From an optimization exercise on the open Yosys and OpenROAD flow, aimed at small area; shortcuts taken in it are not production practice. Only simulation tests tie the RTL to the original design; equivalence was not proved. No activity file was given, so power comes from the tool's default toggle rates.

== onyx ==
==> flow/design.v <==
module top #(
    parameter int INC_DEC_INTERVAL = 10_000,
    parameter int INC_DEC_MAX      = 200,
    parameter int STATE_COUNT      = 6,
    parameter int PWM_INTERVAL     = 1200,
    parameter int STEP_VAL         = (PWM_INTERVAL / INC_DEC_MAX) > 0
                                   ? (PWM_INTERVAL / INC_DEC_MAX) : 1
) (
    input  logic clk,
    input  logic SW,
    output logic RGB_R,
    output logic RGB_G,
    output logic RGB_B,
    output logic LED
);
    wire rst_n = SW;
    logic [2:0] p1;        
    logic [7:0] p6;        
    logic [4:0] blk;       
    logic [7:0] J;         
    logic       par;       
    logic [1:0] k;         
    wire p1_1 = ~p1[1] &  p1[0];
    wire p1_3 =  p1[2] &  p1[0];
    wire p1_5 =  p1[2] & ~p1[1];
    wire blk_end = (p6 == 8'd66  && p1_3) ||
                   (p6 == 8'd133 && p1_1) ||
                   (p6 == 8'd199 && p1_5);
    wire tick    = blk_end && blk == 5'd24;
    wire odd     = par;
    wire last    = odd ? (J == 8'd1) : (J == 8'd199);
    wire start   = k[1] & k[0];
    always_ff @(posedge clk or negedge rst_n)
        if (!rst_n) begin
            p1      <= '0;
            p6      <= '0;
            blk     <= '0;
            J       <= '0;
            par     <= 1'b0;
            k       <= 2'b11;
        end else begin
            p1 <= {p1[1:0], ~p1[2]};
            if (p1_5)
                p6 <= (p6 == 8'd199) ? 8'd0 : p6 + 8'd1;
            if (blk_end)
                blk <= (blk == 5'd24) ? 5'd0 : blk + 5'd1;
            if (tick) begin
                J <= odd ? J - 8'd1 : J + 8'd1;
                if (last)
                    par <= ~par;
                if (last || start)
                    k <= {k[0] & ~k[1], ~(k[1] | k[0])};
            end
        end
    wire ramp = p6 < J;
    wire k0 = ~(k[1] ^ k[0]);
    wire k1 = k[0] & ~k[1];
    wire k2 = k[1] & ~k[0];
    wire on_g = k0 ? ramp : (k1 ?  par : ~par);
    wire on_r = k1 ? ramp : (k2 ?  par : ~par & ~k[0]);
    wire on_b = k2 ? ramp : (k0 ?  par : ~par);
    assign RGB_R = ~on_r;
    assign RGB_G = ~on_g;
    assign RGB_B = ~on_b;
    assign LED   = 1'b1;
endmodule
export LEC_CHECK = 0
export CAP_MARGIN = 20
export CORE_MARGIN = 2
export CORE_UTILIZATION = 40
export CTS_BUF_LIST = sky130_fd_sc_hd__clkbuf_16
export CTS_CLUSTER_DIAMETER = 200
export CTS_CLUSTER_SIZE = 30
export SLEW_MARGIN = 20
create_clock -name core_clock -period 10.0 [get_ports {clk}]
standard.sh (not shown) runs the stock make flow with config.mk's settings and CLKGATE_MAP_FILE= SYNTH_SCRIPT=/design/flow/synth_recipe.tcl, a recipe that flattens the netlist after the stock synthesis.
==> flow/flow/run.sh <==
#!/bin/bash
# Layout flow: the standard synthesis, then an area-oriented re-synthesis
# of the combinational logic only (registers untouched, same names and cells),
# then the standard layout from floorplan to finish.
set -euo pipefail
HERE=$(pwd)
MAKE_ARGS=()
[[ -f flow/settings.sh ]] && source flow/settings.sh
R=$HERE/orfs/results/$FLOW_PLATFORM/top/base
YOSYS=$FLOW_HOME/../tools/install/yosys/bin/yosys
LIB=$FLOW_HOME/platforms/sky130hd/lib/sky130_fd_sc_hd__tt_025C_1v80.lib

bash standard.sh synth > std_synth.log 2>&1
cp $R/1_2_yosys.v $HERE/std_netlist.v

# Re-synthesise the combinational logic with a few random seeds, keep the smallest.
DU=$(grep -o -- "-dont_use [^ ]*" $HERE/orfs/logs/$FLOW_PLATFORM/top/base/1_2_yosys.log | sort -u | tr '\n' ' ')
SEEDS="${RESYN_SEEDS:-1 2 3 4}"
for s in $SEEDS; do
  echo "strash; &get -n; &deepsyn -T ${RESYN_TIME:-90} -S $s; &put; dch -f; amap" > resyn_$s.abc
  cat > resyn_$s.ys <<EOT
read_liberty -ignore_miss_func $LIB
read_verilog $HERE/std_netlist.v
hierarchy -top $FLOW_TOP
setattr -set keep_hierarchy 1 t:sky130_fd_sc_hd__df* t:sky130_fd_sc_hd__conb_1
flatten
delete t:\$scopeinfo
abc -liberty $LIB $DU -script $HERE/resyn_$s.abc
opt_clean -purge
tee -o resyn_$s.stat stat -liberty $LIB
select $FLOW_TOP
write_verilog -noattr -nohex -nodec -selected resyn_$s.v
EOT
  $YOSYS -s resyn_$s.ys > resyn_$s.log 2>&1 &
done
wait
best=""; bestA=""
for s in $SEEDS; do
  a=$(grep "Chip area for module" resyn_$s.stat | awk '{print $NF}') || true
  [[ -n "$a" ]] || continue
  if [[ -z "$bestA" ]] || awk -v a=$a -v b=$bestA 'BEGIN{exit !(a<b)}'; then best=$s; bestA=$a; fi
done
echo "best seed $best area $bestA" > resyn_choice.txt
cp resyn_$best.v $R/1_2_yosys.v
rm -f $R/1_synth.odb $R/1_synth.sdc

bash standard.sh "${MAKE_ARGS[@]}" finish > std_finish.log 2>&1
==> flow/flow/settings.sh <==
RESYN_TIME=20
Input-level comparison between cedar and onyx:
Settings: CTS_CLUSTER_DIAMETER removed (was 200); CTS_CLUSTER_SIZE removed (was 30); CTS_BUF_LIST changed from sky130_fd_sc_hd__clkbuf_16 to sky130_fd_sc_hd__clkbuf_8.
==> flow/flow/settings.sh <==
MAKE_ARGS=("BUFFER_PORTS_ARGS=-buffer_cell sky130_fd_sc_hd__buf_1")
## What came out
- Compared cedar vs onyx, and power density relative to cell area is down in cedar.
- Via count: cedar > onyx
- cedar: sequential share of layout area 1.7 points above onyx
- Re row count: no difference whatsoever between cedar and onyx.
- cedar vs. onyx: total power consumption of the routed design fell by about 12%, register-to-register slack rose by 70 ps, final area fell by about 3.7%, global-route wire length before repair rose by 0.31%.
- Re layout-stage area growth over the synthesis result: cedar is 4.2 points down on onyx.
- Between cedar and onyx, the global-route track usage on met1 is higher for onyx.
- [cedar] aggregate global-route resource usage rose 0.17 points relative to onyx
For violet, these inputs were changed with respect to cedar:
==> flow/flow/settings.sh <==
RESYN_TIME=20
### Flow results
- violet vs. cedar: sequential share of layout area went down by 0.69 points, minimum clock period went up by 270 ps, number of antenna cells inserted was more or less identical, total wire length went up by about 1.1%.

[static timing again, ports no longer ideal]
The results above use ideal ports. As a check the final layouts listed here were re-extracted and re-timed, cells and wires unchanged.
Step 1 sets driving cells, clkbuf_16 on the clock port and buf_2 on the other inputs (assumed; they add their load-dependent delay and slew).
Step 2 also shifts input and output timing later by t, the mid clock arrival at the registers, as if the neighbouring blocks saw the same clock.
Slacks: no drivers / after step 1 / after step 2; pairs: no drivers / after step 1.
run | shift t [ns] | slack for setup (ns) | hold slack, ns | worst setup path after step 2 | worst slew at a driven data input, ns
onyx | 0.283 | 5.301 / 5.273 / 5.557 | 0.414 / 0.414 / 0.414 | register to output | 0.03
cedar | 0.299 | 5.636 / 5.613 / 5.912 | 0.425 / 0.425 / 0.425 | register to output | 0.03
violet | 0.294 | 5.368 / 5.344 / 5.639 | 0.422 / 0.422 / 0.422 | register to output | 0.03
After both steps setup and hold are still met in every run listed.
